Source: an optimization exercise on an open RTL-to-GDS flow (aim: small area and a short achievable clock period). Production flows keep margins and buffers that such runs may drop. Function was checked by simulation only, so behaviour that the tests miss may differ from the original. Power figures rest on the tool's default switching activity, not on a simulated workload.

**flow/design.v**
```verilog
module HA(input a, b,
output sum, cout);
assign sum = a^b;
assign cout = a&b;
endmodule
module vedicmult_2bit(input [1:0] a, b,
output [3:0] out);
wire[3:0] temp;
assign out[0] = a[0]&b[0];
assign temp[0] = a[1]&b[0];
assign temp[1] = a[0]&b[1];
assign temp[2] = a[1]&b[1];
HA h1(temp[0], temp[1], out[1], temp[3]);
HA h2(temp[2], temp[3], out[2], out[3]);
endmodule
module FA_lookahead_4bit(input [3:0] a, b, 
input cin,
output [3:0]sum,
output cout);
integer i;
wire [2:0] c_temp;
reg [3:0] G, P;
always @(*) begin
for(i = 0; i<4; i = i+1) begin
G[i] = a[i]&b[i];
P[i] = a[i]^b[i];
end
end
assign c_temp[0] = G[0]|(P[0]&cin);
assign c_temp[1] = G[1]|(P[1]&c_temp[0]);
assign c_temp[2] = G[2]|(P[2]&c_temp[1]);
assign cout = G[3]|(P[3]&c_temp[2]);
assign sum[0] = P[0]^cin;
assign sum[1] = P[1]^c_temp[0];
assign sum[2] = P[2]^c_temp[1];
assign sum[3] = P[3]^c_temp[2];
endmodule
module FA_lookahead_6bit(input [5:0] a, b, 
input cin,
output [5:0]sum,
output cout);
integer i;
wire [4:0] c_temp;
reg [5:0] G, P;
always @(*) begin
for(i = 0; i<6; i = i+1) begin
G[i] = a[i]&b[i];
P[i] = a[i]^b[i];
end
end
assign c_temp[0] = G[0]|(P[0]&cin);
assign c_temp[1] = G[1]|(P[1]&c_temp[0]);
assign c_temp[2] = G[2]|(P[2]&c_temp[1]);
assign c_temp[3] = G[3]|(P[3]&c_temp[2]);
assign c_temp[4] = G[4]|(P[4]&c_temp[3]);
assign cout =      G[5]|(P[5]&c_temp[4]);
assign sum[0] = P[0]^cin;
assign sum[1] = P[1]^c_temp[0];
assign sum[2] = P[2]^c_temp[1];
assign sum[3] = P[3]^c_temp[2];
assign sum[4] = P[4]^c_temp[3];
assign sum[5] = P[5]^c_temp[4];
endmodule
module FA_lookahead_8bit(input [7:0] a, b, 
input cin,
output [7:0]sum,
output cout);
integer i;
wire [6:0] c_temp;
reg [7:0] G, P;
always @(*) begin
for(i = 0; i<8; i = i+1) begin
G[i] = a[i]&b[i];
P[i] = a[i]^b[i];
end
end
assign c_temp[0] = G[0]|(P[0]&cin);
assign c_temp[1] = G[1]|(P[1]&c_temp[0]);
assign c_temp[2] = G[2]|(P[2]&c_temp[1]);
assign c_temp[3] = G[3]|(P[3]&c_temp[2]);
assign c_temp[4] = G[4]|(P[4]&c_temp[3]);
assign c_temp[5] = G[5]|(P[5]&c_temp[4]);
assign c_temp[6] = G[6]|(P[6]&c_temp[5]);
assign cout =      G[7]|(P[7]&c_temp[6]);
assign sum[0] = P[0]^cin;
assign sum[1] = P[1]^c_temp[0];
assign sum[2] = P[2]^c_temp[1];
assign sum[3] = P[3]^c_temp[2];
assign sum[4] = P[4]^c_temp[3];
assign sum[5] = P[5]^c_temp[4];
assign sum[6] = P[6]^c_temp[5];
assign sum[7] = P[7]^c_temp[6];
endmodule
module FA_lookahead_12bit(input [11:0] a, b, 
input cin,
output [11:0]sum,
output cout);
integer i;
wire [10:0] c_temp;
reg [11:0] G, P;
always @(*) begin
for(i = 0; i<12; i = i+1) begin
G[i] = a[i]&b[i];
P[i] = a[i]^b[i];
end
end
assign c_temp[0] = G[0]|(P[0]&cin);
assign c_temp[1] = G[1]|(P[1]&c_temp[0]);
assign c_temp[2] = G[2]|(P[2]&c_temp[1]);
assign c_temp[3] = G[3]|(P[3]&c_temp[2]);
assign c_temp[4] = G[4]|(P[4]&c_temp[3]);
assign c_temp[5] = G[5]|(P[5]&c_temp[4]);
assign c_temp[6] = G[6]|(P[6]&c_temp[5]);
assign c_temp[7] = G[7]|(P[7]&c_temp[6]);
assign c_temp[8] = G[8]|(P[8]&c_temp[7]);
assign c_temp[9] = G[9]|(P[9]&c_temp[8]);
assign c_temp[10] = G[10]|(P[10]&c_temp[9]);
assign cout =      G[11]|(P[11]&c_temp[10]);
assign sum[0] = P[0]^cin;
assign sum[1] = P[1]^c_temp[0];
assign sum[2] = P[2]^c_temp[1];
assign sum[3] = P[3]^c_temp[2];
assign sum[4] = P[4]^c_temp[3];
assign sum[5] = P[5]^c_temp[4];
assign sum[6] = P[6]^c_temp[5];
assign sum[7] = P[7]^c_temp[6];
assign sum[8] = P[8]^c_temp[7];
assign sum[9] = P[9]^c_temp[8];
assign sum[10] = P[10]^c_temp[9];
assign sum[11] = P[11]^c_temp[10];
endmodule
module FA_lookahead_16bit(input [15:0] a, b, 
input cin,
output [15:0]sum,
output cout);
integer i;
wire [14:0] c_temp;
reg [15:0] G, P;
always @(*) begin
for(i = 0; i<16; i = i+1) begin
G[i] = a[i]&b[i];
P[i] = a[i]^b[i];
end
end
assign c_temp[0] = G[0]|(P[0]&cin);
assign c_temp[1] = G[1]|(P[1]&c_temp[0]);
assign c_temp[2] = G[2]|(P[2]&c_temp[1]);
assign c_temp[3] = G[3]|(P[3]&c_temp[2]);
assign c_temp[4] = G[4]|(P[4]&c_temp[3]);
assign c_temp[5] = G[5]|(P[5]&c_temp[4]);
assign c_temp[6] = G[6]|(P[6]&c_temp[5]);
assign c_temp[7] = G[7]|(P[7]&c_temp[6]);
assign c_temp[8] = G[8]|(P[8]&c_temp[7]);
assign c_temp[9] = G[9]|(P[9]&c_temp[8]);
assign c_temp[10] = G[10]|(P[10]&c_temp[9]);
assign c_temp[11] = G[11]|(P[11]&c_temp[10]);
assign c_temp[12] = G[12]|(P[12]&c_temp[11]);
assign c_temp[13] = G[13]|(P[13]&c_temp[12]);
assign c_temp[14] = G[14]|(P[14]&c_temp[13]);
assign cout =      G[15]|(P[15]&c_temp[14]);
assign sum[0] = P[0]^cin;
assign sum[1] = P[1]^c_temp[0];
assign sum[2] = P[2]^c_temp[1];
assign sum[3] = P[3]^c_temp[2];
assign sum[4] = P[4]^c_temp[3];
assign sum[5] = P[5]^c_temp[4];
assign sum[6] = P[6]^c_temp[5];
assign sum[7] = P[7]^c_temp[6];
assign sum[8] = P[8]^c_temp[7];
assign sum[9] = P[9]^c_temp[8];
assign sum[10] = P[10]^c_temp[9];
assign sum[11] = P[11]^c_temp[10];
assign sum[12] = P[12]^c_temp[11];
assign sum[13] = P[13]^c_temp[12];
assign sum[14] = P[14]^c_temp[13];
assign sum[15] = P[15]^c_temp[14];
endmodule
module FA_lookahead_24bit(input [23:0] a, b, 
input cin,
output [23:0]sum,
output cout);
integer i;
wire [22:0] c_temp;
reg [23:0] G, P;
always @(*) begin
for(i = 0; i<24; i = i+1) begin
G[i] = a[i]&b[i];
P[i] = a[i]^b[i];
end
end
assign c_temp[0] = G[0]|(P[0]&cin);
assign c_temp[1] = G[1]|(P[1]&c_temp[0]);
assign c_temp[2] = G[2]|(P[2]&c_temp[1]);
assign c_temp[3] = G[3]|(P[3]&c_temp[2]);
assign c_temp[4] = G[4]|(P[4]&c_temp[3]);
assign c_temp[5] = G[5]|(P[5]&c_temp[4]);
assign c_temp[6] = G[6]|(P[6]&c_temp[5]);
assign c_temp[7] = G[7]|(P[7]&c_temp[6]);
assign c_temp[8] = G[8]|(P[8]&c_temp[7]);
assign c_temp[9] = G[9]|(P[9]&c_temp[8]);
assign c_temp[10] = G[10]|(P[10]&c_temp[9]);
assign c_temp[11] = G[11]|(P[11]&c_temp[10]);
assign c_temp[12] = G[12]|(P[12]&c_temp[11]);
assign c_temp[13] = G[13]|(P[13]&c_temp[12]);
assign c_temp[14] = G[14]|(P[14]&c_temp[13]);
assign c_temp[15] = G[15]|(P[15]&c_temp[14]);
assign c_temp[16] = G[16]|(P[16]&c_temp[15]);
assign c_temp[17] = G[17]|(P[17]&c_temp[16]);
assign c_temp[18] = G[18]|(P[18]&c_temp[17]);
assign c_temp[19] = G[19]|(P[19]&c_temp[18]);
assign c_temp[20] = G[20]|(P[20]&c_temp[19]);
assign c_temp[21] = G[21]|(P[21]&c_temp[20]);
assign c_temp[22] = G[22]|(P[22]&c_temp[21]);
assign cout =      G[23]|(P[23]&c_temp[22]);
assign sum[0] = P[0]^cin;
assign sum[1] = P[1]^c_temp[0];
assign sum[2] = P[2]^c_temp[1];
assign sum[3] = P[3]^c_temp[2];
assign sum[4] = P[4]^c_temp[3];
assign sum[5] = P[5]^c_temp[4];
assign sum[6] = P[6]^c_temp[5];
assign sum[7] = P[7]^c_temp[6];
assign sum[8] = P[8]^c_temp[7];
assign sum[9] = P[9]^c_temp[8];
assign sum[10] = P[10]^c_temp[9];
assign sum[11] = P[11]^c_temp[10];
assign sum[12] = P[12]^c_temp[11];
assign sum[13] = P[13]^c_temp[12];
assign sum[14] = P[14]^c_temp[13];
assign sum[15] = P[15]^c_temp[14];
assign sum[16] = P[16]^c_temp[15];
assign sum[17] = P[17]^c_temp[16];
assign sum[18] = P[18]^c_temp[17];
assign sum[19] = P[19]^c_temp[18];
assign sum[20] = P[20]^c_temp[19];
assign sum[21] = P[21]^c_temp[20];
assign sum[22] = P[22]^c_temp[21];
assign sum[23] = P[23]^c_temp[22];
endmodule
module vedicmult_4bit(input [3:0] a, b,
output [7:0] out);
wire [3:0]q0;	
wire [3:0]q1;	
wire [3:0]q2;
wire [3:0]q3;	
wire [3:0]temp1;
wire [5:0]temp2;
wire [5:0]temp3;
wire [5:0]temp4;
wire [5:0]temp5;
wire [3:0]q4;
wire [5:0]q5;
wire [5:0]q6;
wire cout1, cout2, cout3;
vedicmult_2bit f1(a[1:0],b[1:0],q0[3:0]);
vedicmult_2bit f2(a[3:2],b[1:0],q1[3:0]);
vedicmult_2bit f3(a[1:0],b[3:2],q2[3:0]);
vedicmult_2bit f4(a[3:2],b[3:2],q3[3:0]);
assign temp1 ={2'b0,q0[3:2]};
FA_lookahead_4bit f5(q1[3:0],temp1, 1'b0, q4, cout1);
assign temp2 ={2'b0,q2[3:0]};
assign temp3 ={q3[3:0],2'b0};
FA_lookahead_6bit f6(temp2,temp3,1'b0, q5, cout2);
assign temp4={1'b0,cout1,q4[3:0]};
FA_lookahead_6bit f7(temp4,q5,1'b0, q6, cout3);
assign out[1:0]=q0[1:0];
assign out[7:2]=q6[5:0];
endmodule
module vedicmult_8bit(input[7:0] a,b,
output [15:0] out);
wire [15:0]q0;	
wire [15:0]q1;	
wire [15:0]q2;
wire [15:0]q3;	
wire [7:0]temp1;
wire [11:0]temp2;
wire [11:0]temp3;
wire [11:0]temp4;
wire [7:0]q4;
wire [11:0]q5;
wire [11:0]q6;
wire cout1, cout2, cout3;
vedicmult_4bit f1(a[3:0],b[3:0],q0[15:0]);
vedicmult_4bit f2(a[7:4],b[3:0],q1[15:0]);
vedicmult_4bit f3(a[3:0],b[7:4],q2[15:0]);
vedicmult_4bit f4(a[7:4],b[7:4],q3[15:0]);
assign temp1 ={4'b0,q0[7:4]};
FA_lookahead_8bit f5(q1[7:0],temp1, 1'b0, q4, cout1);
assign temp2 ={4'b0,q2[7:0]};
assign temp3 ={q3[7:0],4'b0};
FA_lookahead_12bit f6(temp2,temp3, 1'b0, q5, cout2);
assign temp4={3'b0, cout1, q4[7:0]};
FA_lookahead_12bit z7(temp4,q5,1'b0, q6, cout3);
assign out[3:0]=q0[3:0];
assign out[15:4]=q6[11:0];
endmodule
module vedicmult_16bit(input[15:0] a,b,
input clk, reset,
output reg [31:0] out);
wire [31:0]q0;	
wire [31:0]q1;	
wire [31:0]q2;
wire [31:0]q3;	
wire [15:0]temp1;
wire [23:0]temp2;
wire [23:0]temp3;
wire [23:0]temp4;
wire [15:0]q4;
wire [23:0]q5;
wire [23:0]q6;
wire cout1, cout2, cout3;
vedicmult_8bit f1(a[7:0],b[7:0],q0[31:0]);
vedicmult_8bit f2(a[15:8],b[7:0],q1[31:0]);
vedicmult_8bit f3(a[7:0],b[15:8],q2[31:0]);
vedicmult_8bit f4(a[15:8],b[15:8],q3[31:0]);
assign temp1 ={8'b0,q0[15:8]};
FA_lookahead_16bit f5(q1[15:0],temp1, 1'b0, q4, cout1);
assign temp2 ={8'b0,q2[15:0]};
assign temp3 ={q3[15:0],8'b0};
FA_lookahead_24bit f6(temp2,temp3, 1'b0, q5, cout2);
assign temp4={7'b0, cout1, q4[15:0]};
FA_lookahead_24bit z7(temp4,q5,1'b0, q6, cout3);
always @(posedge clk) begin
if (reset) begin
out[7:0]<=q0[7:0];
out[31:8]<=q6[23:0];
end
else begin 
out[31:0] <= 32'd0;
end
end
endmodule
```
**flow/run.sh**
```bash
#!/bin/bash
# synth_recipe.tcl (not shown) runs the flow's synth.tcl, then flattens the netlist and writes it again
# the make line also repeats each setting of config.mk as NAME=value (left out here)
make -C /OpenROAD-flow-scripts/flow DESIGN_CONFIG=/design/flow/config.mk WORK_HOME=/design/flow/orfs CLKGATE_MAP_FILE= SYNTH_SCRIPT=/design/flow/synth_recipe.tcl finish
```
**flow/constraint.sdc**
```tcl
create_clock -name core_clock -period 17.0 [get_ports {clk}]
set_input_delay 3.4000 -clock core_clock [delete_from_list [all_inputs] [get_ports {clk}]]
set_output_delay 3.4000 -clock core_clock [all_outputs]
set_load 0.01 [all_outputs]
```
**flow/config.mk**
```make
export PLATFORM = sky130hd
export DESIGN_NAME = vedicmult_16bit
export DESIGN_NICKNAME = vedicmult_16bit
export VERILOG_FILES = /design/flow/design.v
export SDC_FILE = /design/flow/constraint.sdc
export NUM_CORES = 4
export LEC_CHECK = 0
export CAP_MARGIN = 20
export CORE_MARGIN = 2
export CORE_UTILIZATION = 40
export SLEW_MARGIN = 20
```
==> results by group <==
Setup path
  • CP Max Fanout: 2
  • Crit-path most repeated cell: fa_1
  • Crit path largest cell delay: roughly 0.5 ns
  • Setup crit start kind: input pin
  • WP depth: 47
  • Kind of end point of the critical path: register
  • Req. time, crit path: 17.19 ns
  • Slowest cell on the critical path: fa_1
  • Critical path arrival: 16.69 ns
  • Crit Path Class: in -> reg
  • Critical path's top delay family: adder cells
  • CP Buf/Inv Count: 7

Layout
  • Regs by FF count: out: 32 flops
  • Final net count: roughly 1800
  • Fillers: ~2800
  • Share of cells above drive strength 1: under 10%
  • Final core utilization: a little under half
  • Fin area: about 13000 um2
  • Biggest register: out
  • Max reg flops: 32
  • # diodes: 0
  • Synth-to-Final Area Change: 11.8%

STA
  • Slew margin rel.: around half
  • Least-Margin Pin Slew: around 0.72 ns
  • Hold Violations, Final: 0
  • Tmin final: around 17 ns
  • Unrepaired setup endpoints after global routing: no
  • Finish-stage setup viols: 0
  • Setup TNS: 0 ns
  • Fmax: 60.6 MHz
  • Crit share post-route: a little over nine tenths
  • Fin. max-slew vios: 0

Status
  • Status: timing/DRC/antenna clean

Power
  • Tot Pwr: ~0.0018 W
  • Switch share: about half
  • Cell Int Power: a little over 0.0009 W
  • Clk network pwr share: under 10%
  • Comb power frac: 88.0%
  • Power Density: around 140 nW/um2
  • Reg power frac: roughly 7.0%
  • Leak Pwr: roughly 7.1 nW
  • VDD IR-drop max: 0.165 mV
  • P_sw: between 0.0008 and 0.0009 W

Floorplan
  • Die Span X: approximately 180 um
  • Die Area: 30900 um2
  • # IOs: 66
  • Starting Density: roughly two fifths
  • Row count: just over 60
  • Die Span Y: 176 um
  • Core region area: 28900 um2

Synth
  • Mapped Nets: about 1800
  • Count of cell types in the netlist: 13
  • Yosys warns: 15
  • Cells after synthesis: 1249
  • Synth Register Bits: 32
  • Syn_area_per_cell: around 9.5 um2
  • Synthesized area: around 12000 um2
  • Seq/Total Area, Yosys: ~5.4%

Placement
  • Dpl cell area: around 13000 um2
  • HPWL Detailed: slightly above 20 mm
  • GPL Wtd Cong: 0.806
  • IO buf count: between 60 and 70

Clocking
  • CTS clock-pin slew for the worst setup and hold paths: around 0.06 ns
  • Post-CTS setup buffers: 0
  • CTS Sinks: 32
  • CTS tree: built
  • H-tree lvl count: 2
  • CTS root buffer: clkbuf_16
  • Clock buffer depth: 2
  • Total CTS buffers: 5

GRT
  • Largest net degree at the start of global routing: 33
  • GRT overflow: 0
  • First-pass GRT wire length: approximately 40 mm
  • Initial antenna violation count: 0
  • Via count of the first global-routing pass: ~8000
  • Global Route Usage Sum: between 10% and 20%

Min path
  • Hold Crit Class: in -> reg
  • WHS Path Cells: 2

Drt
  • Detail Route Antenna Nets: 0
  • DRT Pass-1 Iters: 4
  • Aggregate routed wire length: 23.8 mm
  • 1st-iter DRT viols: between 150 and 200
  • DRC: 0
  • Vias per cell: roughly 4.4
  • WL per Instance: between 10 and 15 um
  • Via count: around 7500

Job
  • Max cap viols: 0
through the flow:
step           setup WS (ns)  hold WS [ns]  cells
2_1_floorplan          0.391          3.53   1249
3_3_place_gp          -0.360          4.13   1691
3_5_place_dp          -0.495          4.13   1691
4_1_cts              0.00707          3.95   1699
5_1_grt               0.0113          3.69   1699
6_report               0.495          3.65   1699
area by class of cell:
type                    count  area [um2]  share of cell area [%]
multi-input cells         790        9610                    72.8
inverters                 392        1470                    11.1
repair buffers             93         858                    6.50
flip-flops and latches     32         641                    4.85
well taps                 384         480                    3.64
clock buffers               5         125                   0.947
clock inverters             3        18.8                   0.142
final timing paths:
path | startpoint | to
setup / recovery | b[0] | out[31]
hold / removal | reset | out[24]
power by group through the flow:
stage / Combinational (W) / Clock (W) / Sequential (W)
floorplan: 0.000961 / 0 / 0.000143
global placement: 0.00154 / 0 / 0.000128
detailed placement: 0.00157 / 0 / 0.000128
CTS: 0.00159 / 0.0000959 / 0.000127
global route: 0.00186 / 0.0000991 / 0.000128
finish: 0.00160 / 0.0000923 / 0.000126
synthesized netlist by cell type, drive strengths merged:
cell,instances,area share (%)
and3,1,0.053
xnor2,14,1.1
fa,214,36
and2,265,14
dfxtp,32,5.4
nor2b,1,0.053
xnor3,1,0.19
nand2,20,0.64
ha,264,28
inv,392,12
xor2,10,0.74
clkbuf,35,1.1
cells in the final DEF (no fill, tap or decap), types with 2 or more instances in the layout:
cell | synthesis | layout
inv_1 | 392 | 392
fa_2 | 0 | 16
clkinv_2 | 0 | 2
clkbuf_16 | 0 | 5
nand2_1 | 20 | 20
xor2_1 | 10 | 10
buf_4 | 0 | 27
dfxtp_1 | 32 | 32
clkdlybuf4s50_1 | 0 | 63
and2_1 | 265 | 265
xnor2_1 | 13 | 13
fa_1 | 214 | 198
ha_1 | 264 | 264
what timing repair did:
| item | CTS | global route |
|---|---|---|
| gates resized for setup | 5 | 13 |
| pin swaps | 0 | 0 |
| endpoints found under the setup margin | 1 | 2 |
| hold buffers | 0 | 0 |
routing by layer:
| layer | up-vias | wire length (um) | track usage [%] |
|---|---|---|---|
| li1 | 3692 | - | - |
| met2 | 72 | 11600 | 28.9 |
| met1 | 3694 | 11500 | 23.7 |
| met3 | 6 | 574 | 1.62 |
| met5 | - | 0 | 0 |
| met4 | 0 | 180 | 2.38 |
cell families (layout without fill, tap and decap cells):
logic type | Yosys count | after routing | share of synthesized area, %
adders and majority gates | 478 | 478 | 64.2
buffers and inverters | 427 | 493 | 13.6
and+or+nand+nor | 287 | 287 | 14.8
DFF | 32 | 32 | 5.42
xor gates and xnor gates | 25 | 25 | 2.03

what the ideal ports hide:
Ports are ideal in the flow. The routed layout listed here was re-timed in OpenROAD.
Step 1 sets driving cells, clkbuf_16 on the clock port and buf_2 on the other inputs (assumed; they add their load-dependent delay and slew).
Step 2 also shifts input and output timing later by t, the mid clock arrival at the registers, as if the neighbouring blocks saw the same clock.
Three values: ideal ports, drivers, drivers and shift; two values: the first two.
t (ns): 0.332
setup slack, ns: 0.495 / 0.506 / 0.174
worst setup path at the end: input to register
worst slew at a driven data input, ns: 0.04
After both steps this run still meets setup and hold. For this run, drivers alone change the setup slack by +0.011 ns; drivers and shift together by -0.321 ns.
